Background: an optimization exercise with open tools, aiming at small area, a short achievable clock period and few clock cycles per item. Do not read the settings as production practice. Function was checked by simulation only, so behaviour that the tests miss may differ from the original.

## flow/design.v (module list and top-level ports; edited modules follow where they fit)
// module fa: 4 lines
// module ha: 4 lines
// module reciprocal: 23 lines
// module imc: 1305 lines
module imc
  #(parameter INPUT_W = 16,
    parameter OUTPUT_W = 16)
(
    input  logic                   clk,
    input  logic                   rst_n,
    input  logic                   start,
    input  logic [INPUT_W-1:0]     aIn,
    input  logic [INPUT_W-1:0]     bIn,
    input  logic [INPUT_W-1:0]     cIn,
    input  logic [INPUT_W-1:0]     dIn,
    output logic                   ready,
    output logic [OUTPUT_W-1:0]    aOut,
    output logic [OUTPUT_W-1:0]    bOut,
    output logic [OUTPUT_W-1:0]    cOut,
    output logic [OUTPUT_W-1:0]    dOut,
    output logic                   aOut_sign,
    output logic                   bOut_sign,
    output logic                   cOut_sign,
    output logic                   dOut_sign
);
  // ...
==> flow/flow/run.sh <==
#!/bin/bash
# The standard layout (the standard.sh, all ORFS steps from synthesis
# to finish), except that buffer_ports puts a buf_2 on every input and
# output port instead of the cell it picks on its own (a slow delay cell,
# clkdlybuf4s50_1). Timing repair still resizes port buffers as it needs.
# make's output goes to flow_make.log; ORFS keeps each step's log under
# orfs/logs.
set -euo pipefail
bash standard.sh "BUFFER_PORTS_ARGS=-buffer_cell sky130_fd_sc_hd__buf_2" finish > flow_make.log 2>&1
==> flow/standard.sh <==
#!/bin/bash
# synth_recipe.tcl (not shown) runs the flow's synth.tcl, then flattens the netlist and writes it again
# the make line also repeats each setting of config.mk as NAME=value (left out here)
make -C /OpenROAD-flow-scripts/flow DESIGN_CONFIG=/design/flow/config.mk WORK_HOME=/design/flow/orfs CLKGATE_MAP_FILE= SYNTH_SCRIPT=/design/flow/synth_recipe.tcl "${@:-finish}"
==> flow/config.mk <==
export PLATFORM = sky130hd
export DESIGN_NAME = imc
export DESIGN_NICKNAME = imc
export VERILOG_FILES = /design/flow/design.v
export SDC_FILE = /design/flow/constraint.sdc
export NUM_CORES = 4
export LEC_CHECK = 0
export CAP_MARGIN = 20
export CORE_MARGIN = 2
export CORE_UTILIZATION = 60
export SETUP_SLACK_MARGIN = 3
export SLEW_MARGIN = 20
export SYNTH_HIERARCHICAL = 1
==> flow/constraint.sdc <==
create_clock -name core_clock -period 11.0 [get_ports {clk}]
set_input_delay 2.2000 -clock core_clock [delete_from_list [all_inputs] [get_ports {clk}]]
set_output_delay 2.2000 -clock core_clock [all_outputs]
set_load 0.01 [all_outputs]
==> summary.txt, run 1 <==
Setup crit start bIn[11]; Initial Util 0.612; placed cells about 2700; status no timing/DRC/antenna violations; first-pass GRT wire length approximately 95 mm; post-CTS setup buffers 8; critical path's top delay family adder cells; critical path type in2reg; largest family of logic cells by synthesized area adder cells; Max Clk Rate between 100 and 150 MHz; Final Cell Area about 0.024 mm2; DIE AREA around 0.038 mm2; top post-synthesis cells by area fa_1 (51%), nand2_1 (12%), ha_1 (7.4%), edfxtp_1 (6.1%), inv_1 (2.8%); DR iter-0 viols 1296; commonest non-fill, non-tap cell in the layout nand2_1; Synth Cell Area 0.0218 mm2; drt first pass iters 7; CP most frequent cell fa_1; sequential share of cell area 0.0568; RSZ-0062 raised after global routing true; post-synthesis compound-gate area fraction 0.0804; initial antenna violation count 1; final wirelength just under 60 mm; vias in the first global route approximately 18000; Final setup viols 0; clock buffers 5; wire length on met1 around 24 mm; crit path buf inv count 4; Top Metal Used met4; CP cell instances buf_4 > nand2_1 > fa_1 > fa_1 > fa_1 > fa_1 > fa_1 > fa_1 > fa_1 > fa_1 > inv_1 > ha_1 > nor2b_1 > o21ai_1 > nand2b_1 > buf_4 > buf_4 > xnor2_1; TritonCTS Buffers 5; cell taking the most area after synthesis fa_1; Syn Area/Cell approximately 9.6 um2
Testbench counts, summed over its fixed seeds: cycles 3,200, items 3,200.
==> run 2, diff against run 1 <==
--- a/flow/config.mk
+++ b/flow/config.mk
@@ -8,6 +8,6 @@
 export CAP_MARGIN = 20
 export CORE_MARGIN = 2
 export CORE_UTILIZATION = 60
-export SETUP_SLACK_MARGIN = 3
+export SETUP_SLACK_MARGIN = 3.5
 export SLEW_MARGIN = 20
 export SYNTH_HIERARCHICAL = 1
==> summary.txt, run 2 <==
status no timing/DRC/antenna violations (unchanged); DIE AREA 0.0379 mm2 (unchanged); Final Util 0.726 (was 0.665); Clock Path Buffers 2 (unchanged); Post-DP Area 0.0226 mm2 (was 0.0225 mm2); Yosys reg bits 45 (unchanged); initial antenna violation count 0 (was 1); CTS tree done (unchanged); final setup TNS 0 ps (unchanged); synthesis warning total 8 (unchanged); die height 195 um (unchanged); Seq/Total Area, Yosys 0.0617 (unchanged); final wirelength 63.8 mm (was 58.2 mm); commonest non-fill, non-tap cells in the layout nand2_1 (650), fa_1 (495), inv_1 (155), ha_1 (102), buf_4 (81) (was nand2_1 (676), fa_1 (551), inv_1 (164), ha_1 (124), buf_2 (72)); Syn Area/Cell 9.60 um2 (unchanged); Hold Crit Class in2async (unchanged); GRT overflow 0 (unchanged); clk sink count 45 (unchanged); register area 0.00135 mm2 (unchanged); top post-synthesis cells by area fa_1 (51%), nand2_1 (12%), ha_1 (7.4%), edfxtp_1 (6.1%), inv_1 (2.8%) (unchanged); most instantiated library cell after synthesis nand2_1 (unchanged); cell taking the most area after synthesis fa_1 (unchanged); Final setup viols 0 (unchanged); total core area 0.0357 mm2 (unchanged); commonest non-fill, non-tap cell in the layout nand2_1 (unchanged); vias in the first global route 18400 (was 17900); max-cap violations 0 (unchanged); wire length on met1 25.2 mm (was 23.8 mm); Final Cycle Share 0.707 (was 0.709); crit path max fanout 6 (was 18); area grow syn2layout 18.7% (was 8.69%); CP Data Arrival Time 5580 ps (was 7860 ps); Worst setup EP type output pin (was register); Ant. Diodes 0 (unchanged); DR vias 17700 (was 16800); Final Hold Fails 0 (unchanged); Hold Slack 1680 ps (was 1660 ps); startpoint types register (was input port); drt first pass iters 10 (was 7); Met3 Routed Length 5.20 mm (was 4.81 mm); post-synth top area share 0.514 (unchanged); EDFF count, synth 44 (unchanged); GP Congestion 0.894 (was 0.864); routed length on met2 31.1 mm (was 28.1 mm); multi-input logic area 0.0205 mm2 (was 0.0195 mm2); Rows 69 (unchanged); routed len/inst 22.3 um (was 21.0 um); DP Wirelength 43.2 mm (was 43.5 mm); I/O Pins 136 (unchanged); Synth Flop Type edfxtp_1 (unchanged); clock transition at the registers of the reported paths 60 ps (was 70 ps); Final Max Tran Viols 0 (unchanged); Max Clk Rate 129 MHz (was 128 MHz); Synth Cell Area 0.0218 mm2 (unchanged); Initial Util 0.612 (unchanged); largest net degree at the start of global routing 45 (unchanged); Top Metal Used met4 (unchanged); # DRC 0 (unchanged); gr usage total 0.328 (was 0.320); critical path type reg2out (was in2reg); layout cells sized above 1 0.208 (was 0.105); Setup crit start lo_r[0] (was bIn[11]); number of fill cells in the layout 2592 (was 2938); Worst-Margin Slew 983 ps (was 975 ps); WP data required 8800 ps (was 11060 ps); antenna viol nets, final 0 (unchanged); first-pass GRT wire length 97.6 mm (was 95.4 mm); DR iter-0 viols 1703 (was 1296); vias per inst 6.18 (was 6.05); Final Cell Area 0.0259 mm2 (was 0.0237 mm2); root buf cell clkbuf_16 (unchanged); H-tree depth 2 (unchanged); Synth Instances 2274 (unchanged); port bufs 135 (unchanged); FFs w/ async S/R, synth 0.0222 (unchanged); Max-Slew Margin vs Limit 0.345 (was 0.350); synth cell count leaders nand2_1 (678), fa_1 (560), inv_1 (164), clkbuf_1 (134), ha_1 (129) (unchanged); Hold Buf Count CTS 0 (unchanged); final net count 3156 (was 3066); die width 195 um (unchanged); RSZ-0062 raised after global routing true (unchanged); fin crit period 7780 ps (was 7800 ps); Synth cell types 65 (unchanged); TritonCTS Buffers 5 (unchanged)
[run 2: cell counts after synthesis]
Identical to the previous run, type by type.
[run 2: per-layer routing]
layer	global-route usage	up-vias
met5	0	-
met4	0.107	0
li1	-	7412
met3	0.0399	171
met2	0.535	999
met1	0.462	9095
[run 2: final cells by class]
type | count | share of cell area
Clock buffer | 5 | 0.00483
Clock inverter | 3 | 0.000870
Inverter | 164 | 0.0242
Multi-Input combinational cell | 1928 | 0.790
Sequential cell | 45 | 0.0520
Tap cell | 461 | 0.0223
Timing Repair Buffer | 256 | 0.106
[run 2: worst paths after layout]
check | end | slack (ps) | cells past startpoint
setup / recovery | bOut[13] | 3220 | 23
hold / removal | ready_r | 1680 | 1
max in group asynchronous | ready_r | 9230 | 1
min in group core_clock | sA_r | 2230 | 1
[run 2: stage by stage]
stage | instances | worst slack [ps]
after floorplan | 2328 | 3250
after global placement | 2737 | 2560
after detailed placement | 2737 | 2350
after CTS | 2801 | 3300
after global routing | 2862 | 3050
final | 2862 | 3220
[run 2: kinds of logic (layout without fill, tap and decap cells)]
kind of cell / after synthesis / in the layout / share of synthesized area
AND/OR/NAND/NOR: 831 / 831 / 0.159
adder cells (fa/ha/maj): 689 / 689 / 0.588
buffers and inverters: 359 / 428 / 0.0656
AO/OA/AOI/OAI: 239 / 242 / 0.0804
XOR/XNOR: 102 / 103 / 0.0409
flip-flops: 45 / 45 / 0.0617
multiplexers: 8 / 8 / 0.00493
other: 1 / 55 / 0.000172
[run 2: repair_timing]
action,CTS,global route
gates resized for setup,255,214
endpoints found under the setup margin,52,26
setup buffers,48,56
pin swaps,46,106
endpoints found under the hold margin,0,0
gates cloned,8,5
[run 2: critical path: stages (launching register included)]
cell and delay, ps:
edfxtp_1 420, buf_6 150, inv_4 50, ha_4 150, xnor2_4 80, buf_6 130
buf_4 140, nor2b_4 130, a22o_1 200, a32o_4 330, buf_12 140, buf_4 160
buf_4 140, nand2_1 110, fa_1 450, fa_1 440, fa_2 420, ha_4 270
and2_2 230, a22o_4 250, a31o_4 220, a311oi_2 290, xnor2_1 200, buf_2 180
[run 2: Yosys stat by module, one instance, submodules excluded]
module,cells inside,area [um2],flip-flops and latches,copies in the design
fa,1,20.0,0,548
imc,1651,10200,45,1
ha,1,12.5,0,15
reciprocal,30,254,0,2
==> run 3, diff against run 2 <==
--- a/flow/config.mk
+++ b/flow/config.mk
@@ -7,7 +7,7 @@
 export LEC_CHECK = 0
 export CAP_MARGIN = 20
 export CORE_MARGIN = 2
-export CORE_UTILIZATION = 60
-export SETUP_SLACK_MARGIN = 3.5
+export CORE_UTILIZATION = 50
+export SETUP_SLACK_MARGIN = 3.3
 export SLEW_MARGIN = 20
 export SYNTH_HIERARCHICAL = 1
==> summary.txt, run 3 <==
status no timing/DRC/antenna violations (unchanged); vias per inst 5.75 (was 6.18); Final Cycle Share 0.694 (was 0.707); clk sink count 45 (unchanged); commonest non-fill, non-tap cells in the layout nand2_1 (671), fa_1 (522), inv_1 (159), ha_1 (108), buf_2 (71) (was nand2_1 (650), fa_1 (495), inv_1 (155), ha_1 (102), buf_4 (81)); critical path type reg2out (unchanged); number of fill cells in the layout 3673 (was 2592); DR iter-0 viols 1188 (was 1703); Syn Area/Cell 9.60 um2 (unchanged); Setup crit start lo_r[0] (unchanged); DP Worst Slack 2470 ps (was 2350 ps); area grow syn2layout 14.5% (was 18.7%); drt first pass iters 7 (was 10); fin crit period 7630 ps (was 7780 ps); vias in the first global route 17900 (was 18400); Final Cell Area 0.0250 mm2 (was 0.0259 mm2); largest net degree at the start of global routing 45 (unchanged); layout cells sized above 1 0.153 (was 0.208); Synth Cell Area 0.0218 mm2 (unchanged); Clock Path Buffers 2 (unchanged); total core area 0.0431 mm2 (was 0.0357 mm2); CP Data Arrival Time 5430 ps (was 5580 ps); commonest non-fill, non-tap cell in the layout nand2_1 (unchanged); Final Max Tran Viols 0 (unchanged); I/O Pins 136 (unchanged); Post-DP Area 0.0227 mm2 (was 0.0226 mm2); DR vias 16900 (was 17700); RSZ-0062 raised after global routing true (unchanged); Synth Instances 2274 (unchanged); WP data required 8800 ps (about the same); # DRC 0 (unchanged); initial antenna violation count 0 (unchanged); gr usage total 0.275 (was 0.328); Hold Buf Count CTS 0 (unchanged); root buf cell clkbuf_16 (unchanged); register area 0.00135 mm2 (unchanged); cell taking the most area after synthesis fa_1 (unchanged); top post-synthesis cells by area fa_1 (51%), nand2_1 (12%), ha_1 (7.4%), edfxtp_1 (6.1%), inv_1 (2.8%) (unchanged); worst setup margin 3370 ps (was 3220 ps); FFs w/ async S/R, synth 0.0222 (unchanged); Initial Util 0.507 (was 0.612); multi-input logic area 0.0199 mm2 (was 0.0205 mm2); Final Hold Fails 0 (unchanged); Ant. Diodes 0 (unchanged); crit path max fanout 8 (was 6); TritonCTS Buffers 5 (unchanged); Synth Flop Type edfxtp_1 (unchanged); CTS tree done (unchanged); Synth cell types 65 (unchanged); DP Wirelength 43.6 mm (was 43.2 mm); die height 213 um (was 195 um); Rows 76 (was 69); Hold Crit Class in2async (unchanged); first-pass GRT wire length 96.6 mm (was 97.6 mm); port bufs 135 (unchanged); post-synthesis compound-gate area fraction 0.0804 (unchanged); routed len/inst 20.9 um (was 22.3 um); synthesis warning total 8 (unchanged); largest family of logic cells by synthesized area adder cells (unchanged); die width 213 um (was 195 um); Max-Slew Margin vs Limit 0.356 (was 0.345); Worst setup EP type output pin (unchanged); final net count 3106 (was 3156); final setup TNS 0 ps (unchanged); GRT overflow 0 (unchanged); Final setup viols 0 (unchanged); max-cap violations 0 (unchanged); EDFF count, synth 44 (unchanged); post-synthesis adder-cell area fraction 0.588 (unchanged); clock transition at the registers of the reported paths 60 ps (about the same); XOR/XNOR Fraction of Synth Area 0.0409 (unchanged); antenna viol nets, final 0 (unchanged); GP Congestion 0.872 (was 0.894); Seq/Total Area, Yosys 0.0617 (unchanged); Max Clk Rate 131 MHz (was 129 MHz); Worst-Margin Slew 966 ps (was 983 ps); Yosys reg bits 45 (unchanged); startpoint types register (unchanged); most instantiated library cell after synthesis nand2_1 (unchanged); post-synth top area share 0.514 (unchanged); Post-Synth Simple-Gate Area 0.159 (unchanged); multiplexer share of the synthesized area 0.00493 (unchanged); DIE AREA 0.0453 mm2 (was 0.0379 mm2); H-tree depth 2 (unchanged); synth cell count leaders nand2_1 (678), fa_1 (560), inv_1 (164), clkbuf_1 (134), ha_1 (129) (unchanged); final wirelength 61.3 mm (was 63.8 mm)
[run 3: through the flow]
stage               cells  utilization  hold WS (ps)
global placement     2862        0.527          1970
global route         2936        0.580          1670
finish               2936        0.580          1670
CTS                  2896        0.553          1670
detailed placement   2862        0.527          1980
floorplan            2328            -          1900
[run 3: worst max-delay path, stage by stage (launching register included)]
cell      delay [ps]
edfxtp_1         490
buf_6            170
buf_4            150
inv_2            100
ha_2             290
a22o_1           220
a32o_2           340
buf_12           170
buf_4            130
nand2_1           90
fa_2             460
fa_1             520
fa_1             460
ha_4             310
o211ai_1         110
o21ai_2          230
a211oi_2          90
o41ai_4          410
o311ai_1         130
o31ai_1          100
buf_2            170
[run 3: Yosys stat by module (local to each module, per instance)]
module / flip-flops and latches / cell area [um2] / cells inside
imc: 45 / 10200 / 1651
ha: 0 / 12.5 / 1
fa: 0 / 20.0 / 1
reciprocal: 0 / 254 / 30
[run 3: layout make-up]
| cell class | count | share of cell area |
|---|---|---|
| Clock buffer | 5 | 0.00501 |
| Sequential cell | 45 | 0.0539 |
| Clock inverter | 3 | 0.00165 |
| Multi-Input combinational cell | 1925 | 0.797 |
| Timing Repair Buffer | 209 | 0.0884 |
| Tap cell | 585 | 0.0293 |
| Inverter | 164 | 0.0247 |
[run 3: kinds of logic (layout without fill, tap and decap cells)]
| group | after synthesis | after routing |
|---|---|---|
| buf+inv | 359 | 381 |
| compound gates | 239 | 239 |
| flops | 45 | 45 |
| other cells | 1 | 55 |
| simple gates | 831 | 831 |
| xor+xnor | 102 | 103 |
| mux | 8 | 8 |
| fa+ha+maj | 689 | 689 |
[run 3: final timing paths]
check	to	slack, ps	depth (start not counted)
min in group core_clock	sA_r	2210	1
worst max-delay path	cOut[15]	3370	20
max in group asynchronous	ready_r	9250	1
worst min-delay path	ready_r	1670	1
[run 3: what timing repair did]
item	4_1_cts	5_1_grt
gates cloned	0	7
endpoints found under the setup margin	41	23
setup buffers	26	33
gates resized for setup	199	178
pin swaps	10	65
[run 3: per-layer routing]
metal	up-vias	GRT usage	share of wire
li1	7295	-	-
met1	8758	0.365	0.39
met2	741	0.473	0.51
met3	100	0.0341	0.071
met4	0	0.0844	0.025
met5	-	0	0

## re-timing with driven ports
The flow's constraints put no driver on any port. The routed layouts listed below were extracted and timed again, unchanged, in two steps.
Step 1 (the two cells are an assumption about what drives the block):
set clk [get_ports {clk}]
set_driving_cell -lib_cell sky130_fd_sc_hd__clkbuf_16 $clk
set_driving_cell -lib_cell sky130_fd_sc_hd__buf_2 [delete_from_list [all_inputs] $clk]
Step 2, shift: input delay + t, output delay - t, t = (earliest + latest rising clock arrival at the registers) / 2. This alone moves slack from input paths to output paths.
Three values: ideal ports, drivers, drivers and shift; two values: the first two.
run	shift t [ns]	setup slack, ns	slew at the worst register clock pin (ns)	worst data-port slew with drivers (ns)
run 1	0.337	3.198 / 3.172 / 2.854	0.07 / 0.07	0.10
run 2	0.327	3.224 / 3.153 / 2.826	0.06 / 0.06	0.18
run 3	0.338	3.367 / 3.318 / 3.091	0.06 / 0.06	0.15
After both steps setup and hold are still met in every run listed. The setup slack of run 2, which loses most, moves by -0.071 ns with the drivers and by -0.398 ns with both steps.
